Source: an optimization exercise on an open RTL-to-GDS flow (aim: small area, a short achievable clock period and few clock cycles per item). Production flows keep margins and buffers that such runs may drop.
Only simulation tests tie the RTL to the original design; equivalence was not proved.
Power is estimated from default activity; no workload was simulated.

==> flow/design.v <==
module decoder7seg(Binary, LED);
   input [3:0] Binary;
   output [6:0] LED;
	reg [6:0] LED_L;
	always @(Binary) begin
		case (Binary)
			 8'b0000 : LED_L <= 7'b1000000;    
			 8'b0001 : LED_L <= 7'b1111001;    
			 8'b0010 : LED_L <= 7'b0100100;    
			 8'b0011 : LED_L <= 7'b0110000;    
			 8'b0100 : LED_L <= 7'b0011001;    
			 8'b0101 : LED_L <= 7'b0010010;    
			 8'b0110 : LED_L <= 7'b0000010;    
			 8'b0111 : LED_L <= 7'b1111000;    
			 8'b1000 : LED_L <= 7'b0000000;    
			 8'b1001 : LED_L <= 7'b0010000;    
			 8'b1010 : LED_L <= 7'b0001000;    
			 8'b1011 : LED_L <= 7'b0000011;    
			 8'b1100 : LED_L <= 7'b1000110;    
			 8'b1101 : LED_L <= 7'b0100001;    
			 8'b1110 : LED_L <= 7'b0000110;    
			 8'b1111 : LED_L <= 7'b0001110;    
			 default : 		LED_L <= 7'b1000000;    
		 endcase
	end
	assign LED = ~LED_L;
endmodule
`timescale 1ns / 1ps
module signext(
    input [1:0] in,
    output reg [7:0] out,
    input Clear
    );
	always @(*) begin
		if (Clear) out <= 0;
		else out <= {{6{in[1]}}, in};
	end
endmodule
`timescale 1ns / 1ps
module mux(
    input Control,
    input [7:0] in0,
    input [7:0] in1,
    output reg [7:0] out,
    input Clear
    );
	always @(*) begin
		if (Clear) out <= 0;
		else begin
			if (Control) out <= in1;
			else out <= in0;
		end
	end
endmodule
`timescale 1ns / 1ps
module jump(
    input [7:0] PC_Added,
    input [7:0] Sign_Extended_Instruction,
    output reg [7:0] Jump_Address,
    input Clear
    );
	always @(*) begin
		if (Clear) Jump_Address <= 0;
		else Jump_Address <= PC_Added + Sign_Extended_Instruction;
	end
endmodule
`timescale 1ns / 1ps
module dest(
    input RegDst,
    input [3:0] Instruction30,
    output reg [1:0] Write_Register,
    input Clear
    );
	always @(*) begin
		if (Clear) Write_Register <= 0;
		else begin
			if (RegDst) Write_Register <= Instruction30[1:0];
			else Write_Register <= Instruction30[3:2];
		end
	end
endmodule
`timescale 1ns / 1ps
module control(
    input [1:0] in,
    output reg RegDst,
    output reg RegWrite,
    output reg ALUSrc,
    output reg Branch,
    output reg MemRead,
    output reg MemWrite,
    output reg MemtoReg,
    output reg ALUOp,
    input Clear
    );
	always @(*) begin
		if (Clear) begin RegDst <= 0; RegWrite <= 0; ALUSrc <= 0; Branch <= 0; MemRead <= 0; MemWrite <= 0; MemtoReg <= 0; ALUOp <= 0; end
		else begin
			case (in)
				2'b00: begin RegDst <= 1; RegWrite <= 1; ALUSrc <= 0; Branch <= 0; MemRead <= 0; MemWrite <= 0; MemtoReg <= 0; ALUOp <= 1; end
				2'b01: begin RegDst <= 0; RegWrite <= 1; ALUSrc <= 1; Branch <= 0; MemRead <= 1; MemWrite <= 0; MemtoReg <= 1; ALUOp <= 1 ; end
				2'b10: begin RegDst <= 0; RegWrite <= 0; ALUSrc <= 1; Branch <= 0; MemRead <= 0; MemWrite <= 1; MemtoReg <= 0; ALUOp <= 1 ; end
				2'b11: begin RegDst <= 0; RegWrite <= 0; ALUSrc <= 0; Branch <= 1; MemRead <= 0; MemWrite <= 0; MemtoReg <= 0; ALUOp <= 0; end
				default: begin RegDst <= 0; RegWrite <= 0; ALUSrc <= 0; Branch <= 0; MemRead <= 0; MemWrite <= 0; MemtoReg <= 0; ALUOp <= 0; end
			endcase
		end
	end
endmodule
`timescale 1ns / 1ps
module alu(
    input Clk,
    input [2:0] state,
    input ALUOp,
    input [7:0] Data1,
    input [7:0] Data2,
    output reg [7:0] ALU_Result,
    input Clear
    );
	always @(posedge Clk or posedge Clear) begin
		if (Clear) ALU_Result <= 0;
		else if (state == 3'd2) begin
			if (!ALUOp) ALU_Result <= 0;
			else ALU_Result <= Data1 + Data2;
		end
	end
endmodule
`timescale 1ns / 1ps
module register(
    input [2:0] state,
    input RegWrite,
    input [3:0] Instruction52,
    output reg [7:0] Read_Data1,
    output reg [7:0] Read_Data2,
    input [7:0] Reg_Write_Data,
    input [1:0] Write_Register,
    input Clear,
    input Clk
    );
	reg[7:0] s0;
	reg[7:0] s1;
	reg[7:0] s2;
	reg[7:0] s3;
	always @(posedge Clk or posedge Clear) begin
		if (Clear) begin
			s0 <= 0;
			s1 <= 0;
			s2 <= 0;
			s3 <= 0;
			Read_Data1 <= 0;
			Read_Data2 <= 0;
		end
		else begin
			if (state == 3'd1) begin
				case (Instruction52[3:2])
					2'b00: Read_Data1 <= s0;
					2'b01: Read_Data1 <= s1;
					2'b10: Read_Data1 <= s2;
					2'b11: Read_Data1 <= s3;
					default: Read_Data1 <= 0;
				endcase
				case (Instruction52[1:0])
					2'b00: Read_Data2 <= s0;
					2'b01: Read_Data2 <= s1;
					2'b10: Read_Data2 <= s2;
					2'b11: Read_Data2 <= s3;
					default: Read_Data2 <= 0;
				endcase
			end
			else if (state == 3'd4) begin
				if (RegWrite) begin
					case (Write_Register)
						2'b00: s0 <= Reg_Write_Data;
						2'b01: s1 <= Reg_Write_Data;
						2'b10: s2 <= Reg_Write_Data;
						2'b11: s3 <= Reg_Write_Data;
					endcase
				end
			end
		end
	end
endmodule
`timescale 1ns / 1ps
module programcounter(
    output reg [7:0] PC,
    input [7:0] Next_PC,
    input Clear,
    input Clk,
    input En
    );
	always @(posedge Clk or posedge Clear) begin
		if (Clear) PC <= 0;
		else if (En) PC <= Next_PC;
	end
endmodule
`timescale 1ns / 1ps
module DMEM ( state, Read_Data, Write_Data, Address, MemRead, MemWrite, Clear, Clk );
	input[2:0] state;
	output[7:0]	Read_Data;
	input[7:0]	Write_Data;
	input[7:0]	Address;
	input			MemRead, MemWrite, Clear, Clk;
	reg[7:0] 	MemByte[31:0];
	always @ ( posedge Clk or posedge Clear )
	begin
		if ( Clear )
		begin
			MemByte[0] <= 8'h00;
			MemByte[1] <= 8'h01;
			MemByte[2] <= 8'h02;
			MemByte[3] <= 8'h03;
			MemByte[4] <= 8'h04;
			MemByte[5] <= 8'h05;
			MemByte[6] <= 8'h06;
			MemByte[7] <= 8'h07;
			MemByte[8] <= 8'h08;
			MemByte[9] <= 8'h09;
			MemByte[10] <= 8'h0a;
			MemByte[11] <= 8'h0b;
			MemByte[12] <= 8'h0c;
			MemByte[13] <= 8'h0d;
			MemByte[14] <= 8'h0e;
			MemByte[15] <= 8'h0f;
			MemByte[16] <= 8'h00;
			MemByte[17] <= 8'hff;
			MemByte[18] <= 8'hfe;
			MemByte[19] <= 8'hfd;
			MemByte[20] <= 8'hfc;
			MemByte[21] <= 8'hfb;
			MemByte[22] <= 8'hfa;
			MemByte[23] <= 8'hf9;
			MemByte[24] <= 8'hf8;
			MemByte[25] <= 8'hf7;
			MemByte[26] <= 8'hf6;
			MemByte[27] <= 8'hf5;
			MemByte[28] <= 8'hf4;
			MemByte[29] <= 8'hf3;
			MemByte[30] <= 8'hf2;
			MemByte[31] <= 8'hf1;
		end
		else if ( state == 3'd3 && MemWrite )
		begin
			MemByte[Address[4:0]] <= Write_Data;
		end
	end
	assign Read_Data = ( MemRead ) ? MemByte[Address[4:0]] : 0;
endmodule
`timescale 1ns / 1ps
module MIPS ( Clk_O, Reset, Instruction, PC, Retire, LED, LEDten, LEDPC, LEDPCten, LEDSC, LEDwrr, LEDs);
	input 		Clk_O, Reset;
	output		Retire;
	input [7:0]	Instruction;
	output[7:0] PC;
	output[6:0]	LED, LEDten, LEDPC, LEDPCten, LEDSC, LEDwrr;
	output[3:0] LEDs;
	wire[7:0] 	PC, Next_PC;
	wire[7:0] 	Instruction;
	wire[7:0]	Sign_Extended_Instruction;
	wire[7:0]	Read_Data1, Read_Data2, Reg_Write_Data;
	wire[1:0]	Write_Register;
	wire 			RegWrite, MemtoReg, Branch, MemRead, MemWrite, RegDst, ALUSrc;
	wire			ALUOp;
	wire[7:0]	ALU_SrcB, ALU_Result;
	wire[7:0]	Jump_Address;
	wire[7:0]	Read_Data;
	reg[2:0] current_state;
	reg[2:0] next_state;
	parameter State_None = 3'd0;
	parameter State_Register_Read = 3'd1;
	parameter State_ALU = 3'd2;
	parameter State_Memory = 3'd3;
	parameter State_Register_Write = 3'd4;
	parameter State_Error = 3'd5;
	always @(*) begin
		case (current_state)
			State_None: next_state = State_Register_Read;
			State_Register_Read: next_state = State_ALU;
			State_ALU: next_state = State_Memory;
			State_Memory: next_state = State_Register_Write;
			State_Register_Write: next_state = State_None;
			default: next_state = State_Error;
		endcase
	end
	always @(posedge Clk_O or posedge Reset) begin
		if (Reset) current_state <= State_None;
		else current_state <= next_state;
	end
	assign Retire = (current_state == State_Register_Write);
	mux MUX1(.Control(Branch), .in0(PC + 1'b1), .in1(Jump_Address), .out(Next_PC), .Clear(Reset));
	programcounter Program_Counter(.PC(PC), .Next_PC(Next_PC), .Clear(Reset), .Clk(Clk_O), .En(Retire));
	signext Sign_Extension(.in(Instruction[1:0]), .out(Sign_Extended_Instruction), .Clear(Reset));
	dest Destination(.RegDst(RegDst), .Instruction30(Instruction[3:0]), .Write_Register(Write_Register), .Clear(Reset));
	mux MUX2(.Control(MemtoReg), .in0(ALU_Result), .in1(Read_Data), .out(Reg_Write_Data), .Clear(Reset));
	register Register(.state(current_state), .RegWrite(RegWrite), .Instruction52(Instruction[5:2]), .Read_Data1(Read_Data1), .Read_Data2(Read_Data2), .Reg_Write_Data(Reg_Write_Data), .Write_Register(Write_Register), .Clear(Reset), .Clk(Clk_O));
	control Control(.in(Instruction[7:6]), .RegDst(RegDst), .RegWrite(RegWrite), .ALUSrc(ALUSrc), .Branch(Branch), .MemRead(MemRead), .MemWrite(MemWrite), .MemtoReg(MemtoReg), .ALUOp(ALUOp), .Clear(Reset));
	jump Calc_Jump(.PC_Added(PC + 1'b1), .Sign_Extended_Instruction(Sign_Extended_Instruction), .Jump_Address(Jump_Address), .Clear(Reset));
	mux MUX3(.Control(ALUSrc), .in0(Read_Data2), .in1(Sign_Extended_Instruction), .out(ALU_SrcB), .Clear(Reset));
	alu ALU(.Clk(Clk_O), .state(current_state), .ALUOp(ALUOp), .Data1(Read_Data1), .Data2(ALU_SrcB), .ALU_Result(ALU_Result), .Clear(Reset));
	DMEM Data_Memory (.state(current_state), .Read_Data(Read_Data), .Write_Data(Read_Data2), .Address(ALU_Result), .MemRead(MemRead), .MemWrite(MemWrite), .Clear(Reset), .Clk(Clk_O) );
	decoder7seg LEDoneDecode ( .Binary(Reg_Write_Data[3:0]), .LED(LED) );
	decoder7seg LEDtenDecode ( .Binary(Reg_Write_Data[7:4]), .LED(LEDten) );
	decoder7seg LEDPConeDecode(.Binary(PC[3:0]), .LED(LEDPC));
	decoder7seg LEDPCtenDecode(.Binary(PC[7:4]), .LED(LEDPCten));
	assign LEDSC = 7'b1101101;
	decoder7seg LEDWriteRegister(.Binary({2'b00,Write_Register}), .LED(LEDwrr));
	assign LEDs[0] = ~Instruction[7] & ~Instruction[6];
	assign LEDs[1] = ~Instruction[7] & Instruction[6];
	assign LEDs[2] = Instruction[7] & ~Instruction[6];
	assign LEDs[3] = Instruction[7] & Instruction[6];
endmodule
==> flow/run.sh <==
#!/bin/bash
# synth_recipe.tcl (not shown) runs the flow's synth.tcl, then flattens the netlist and writes it again
# the make line also repeats each setting of config.mk as NAME=value (left out here)
make -C /OpenROAD-flow-scripts/flow DESIGN_CONFIG=/design/flow/config.mk WORK_HOME=/design/flow/orfs CLKGATE_MAP_FILE= SYNTH_SCRIPT=/design/flow/synth_recipe.tcl finish
==> flow/config.mk <==
export PLATFORM = sky130hd
export DESIGN_NAME = MIPS
export DESIGN_NICKNAME = MIPS
export VERILOG_FILES = /design/flow/design.v
export SDC_FILE = /design/flow/constraint.sdc
export NUM_CORES = 4
export LEC_CHECK = 0
export CAP_MARGIN = 20
export CORE_MARGIN = 2
export CORE_UTILIZATION = 40
export PLACE_DENSITY = 0.6
export SLEW_MARGIN = 20
==> flow/constraint.sdc <==
create_clock -name core_clock -period 12.0 [get_ports {Clk_O}]
set_input_delay 2.4000 -clock core_clock [delete_from_list [all_inputs] [get_ports {Clk_O}]]
set_output_delay 2.4000 -clock core_clock [all_outputs]
set_load 0.01 [all_outputs]
==> notes.md <==
where the power goes:
part / leakage (nW) / switching (mW) / total (mW) / internal [mW]
Combinational: 4.03 / 0.172 / 0.283 / 0.111
Clock: 0.578 / 0.442 / 1.11 / 0.673
Sequential: 4.03 / 0.0280 / 1.14 / 1.11
Total: 8.65 / 0.642 / 2.53 / 1.89
cell usage in the layout, fill, tap and decap left out, types with 16 or more instances in the layout:
cell,netlist,final
nand3_1,16,16
mux2_2,289,289
nand2_1,118,118
a22oi_1,88,88
a21oi_1,30,30
ha_1,49,49
inv_1,30,29
dfstp_2,124,124
clkbuf_16,0,37
mux4_2,17,17
dfrtp_1,199,197
buf_4,16,20
o21ai_0,56,56
and3_1,21,21
clkdlybuf4s50_1,0,56
nand4_1,16,16
nor2_1,47,46
worst max-delay path: cells and delay by family:
family | cells | cell delay (ps)
adder cells (fa/ha/maj) | 2 | 790
AO/OA/AOI/OAI | 3 | 470
AND/OR/NAND/NOR | 3 | 1150
buffers and inverters | 3 | 1170
registers in the layout, indices dropped and copies added (netlist names):
name and cells:
Data_Memory.MemByte 256, ALU.ALU_Result 8, Program_Counter.PC 8, Register.Read_Data1 8
Register.Read_Data2 8, Register.s0 8, Register.s1 8, Register.s2 8
Register.s3 8, current_state 3
worst paths after layout:
check	from	cells after the start	endpoint	slack, ps
worst max-delay path	Instruction[7]	11	LED[0]	3600
worst min-delay path	Data_Memory.MemByte[16][1]	1	Data_Memory.MemByte[16][1]	500
worst max register to register	ALU.ALU_Result[2]	9	Register.s3[6]	7900
worst min register to register	Data_Memory.MemByte[16][1]	1	Data_Memory.MemByte[16][1]	500
max in group asynchronous	Reset	5	Data_Memory.MemByte[10][2]	7230
min in group asynchronous	Reset	3	Register.s1[7]	2560
final cells by class:
type | count | area, µm² | area share [%]
flip-flops and latches | 323 | 8240 | 43.2
multi-input cells | 959 | 8140 | 42.6
clock buffers | 54 | 1060 | 5.55
repair buffers | 77 | 731 | 3.83
well taps | 539 | 674 | 3.53
inverters | 32 | 124 | 0.649
clock inverters | 9 | 121 | 0.636
cells by family after synthesis:
kind of cell / after synthesis / share of synthesized area [%]
simple gates: 307 / 9.99
other cells: 2 / 0.0444
xor+xnor: 21 / 1.09
fa+ha+maj: 51 / 3.86
compound gates: 249 / 10.4
buf+inv: 114 / 3.34
mux: 323 / 22.5
flops: 323 / 48.7
per-stage QoR:
step                hold WS (ps)  setup WS [ps]  instance area [µm²]  instances  util [%]
floorplan                    448            273                16900       1396         -
global placement             473           3720                17900       1930      42.8
detailed placement           487           3620                17900       1930      42.8
CTS                          499           3600                19100       1993      45.6
global route                 512           3290                19100       1993      45.6
finish                       498           3600                19100       1993      45.6
metal layers:
layer,part of all wire (%),wire (µm),GRT usage [%]
met1,45,22000,31.3
met2,46,22500,35.4
met3,4.7,2290,3.37
met4,3.6,1740,8.05
met5,0,0,0
==> qor.txt <==
Syn. warnings -> 12
critical path class -> primary input to output port
Synth-to-Final Area Change -> 12.9%
vias in the first global route -> 11.7k
Post-synth top flop -> dfrtp_1
post-synthesis async set-or-reset flop share -> 100%
peak fanout along the critical path -> 10
Worst-path clk slew -> 50 ps
PwrDens -> 133 nW/µm²
Setup Viol. Count Final -> 0
total CTS buffers -> 35
share of cells above drive strength 1 -> 38.3%
Sink Count -> 323
Area contributors post-synth -> dfrtp_1 29%, dfstp_2 19%, mux2_2 19%
Synth top cells by count -> 289 x mux2_2, 199 x dfrtp_1, 124 x dfstp_2, 118 x nand2_1, 88 x a22oi_1
Starting Density -> 40.4%
antenna viol nets, final -> 0
Final Cycle Share -> 70.0%
hpwl dp -> 33100 µm
GRT overflow -> 0
number of synthesized flops with an enable pin -> 0
Die W -> 210 µm
Data required, critical path -> 9600 ps
final wirelength -> 48400 µm
core area -> 41900 µm²
CTS resizes -> 0
post-synth top area cell -> dfrtp_1
H-tree depth reported by CTS -> 2
crit end category -> output port
drt wl/cell -> 24.3 µm
CP max stage delay -> 560 ps
die height -> 210 µm
top-count cell post-synth -> mux2_2
Max-slew headroom -> 28.5%
initial antenna violation count -> 0
top cell type's share of synthesized area -> 29.4%
Power Total -> 2.53 mW
Cell Area, Synth -> 16900 µm²
min Tclk post-route -> 8400 ps
final hold violation count -> 0
fin nets -> 1489
Via-to-Cell Ratio -> 5.76
Final Skew -> 26.2 ps
Syn Inst Count -> 1390
pin count of the biggest net entering global routing -> 164
Max Root-Sink Buffers -> 3
Top-Level Pins -> 65
Startpoint Class -> primary input
TNS Setup -> 0 ps
CTS tree -> built
first-iteration detailed-routing DRC count -> 1146
DR pass1 iterations -> 5
via count -> 11.5k
Max Cap Viol -> 0
maximum vdd drop -> 0.0915 mV
RSZ-0062 raised after global routing -> false
Tot GR Track Use -> 22.4%
leakage -> 8.65 nW
global-route wire length before repair -> 74200 µm
flops & latches, synth -> 323
number of cell rows -> 75
Cell variety after synth -> 80
crit path cell chain -> clkdlybuf4s50_1 -> inv_1 -> ha_1 -> nor2b_1 -> o211ai_1 -> nor3_1 -> a211oi_2 -> ha_1 -> or3b_1 -> o211ai_1 -> clkdlybuf4s50_1
GP Congestion -> 0.884
buffer count from post-CTS setup fixing -> 0
Max stage delay cell, worst path -> clkdlybuf4s50_1
Post-route DRC -> 0
sequential-to-total area share from yosys stat -> 48.7%
Mapped Avg Cell Area -> 12.2 µm²
fmax -> 119 MHz
Slew Limit Fails -> 0
Filler cells -> 3856
Die Area -> 44000 µm²
Critical Path AT -> 6000 ps
Root Buffer -> clkbuf_16
hold_buf cts -> 0
# port buffers -> 56
worst min-delay path class -> flip-flop to flip-flop
worst slew pin tran -> 1050 ps
Clk Latency, worst-skew pair -> 530 ps
status -> finished clean
diodes inserted -> 0
Testbench counts, summed over its fixed seeds: cycles 96,096, instrs 19,200.

-- port drivers added, routing unchanged --
The results above use ideal ports. As a check the final layout listed here was re-extracted and re-timed, cells and wires unchanged. Step 1 (the two cells are an assumption about what drives the block):
set clk [get_ports {Clk_O}]
set_driving_cell -lib_cell sky130_fd_sc_hd__clkbuf_16 $clk
set_driving_cell -lib_cell sky130_fd_sc_hd__buf_2 [delete_from_list [all_inputs] $clk]
Step 2, shift: input delay + t, output delay - t, t = (earliest + latest rising clock arrival at the registers) / 2. This alone moves slack from input paths to output paths. Three values: no drivers, after step 1, after step 2; two values: the first two.
shift t [ns]: 0.574
setup slack, ns: 3.602 / 3.574 / 3.574
clock arrival spread, ns: 0.026 / 0.026
After both steps setup and hold are still met in this run. For this run, drivers alone change the setup slack by -0.028 ns; drivers and shift together by -0.028 ns.
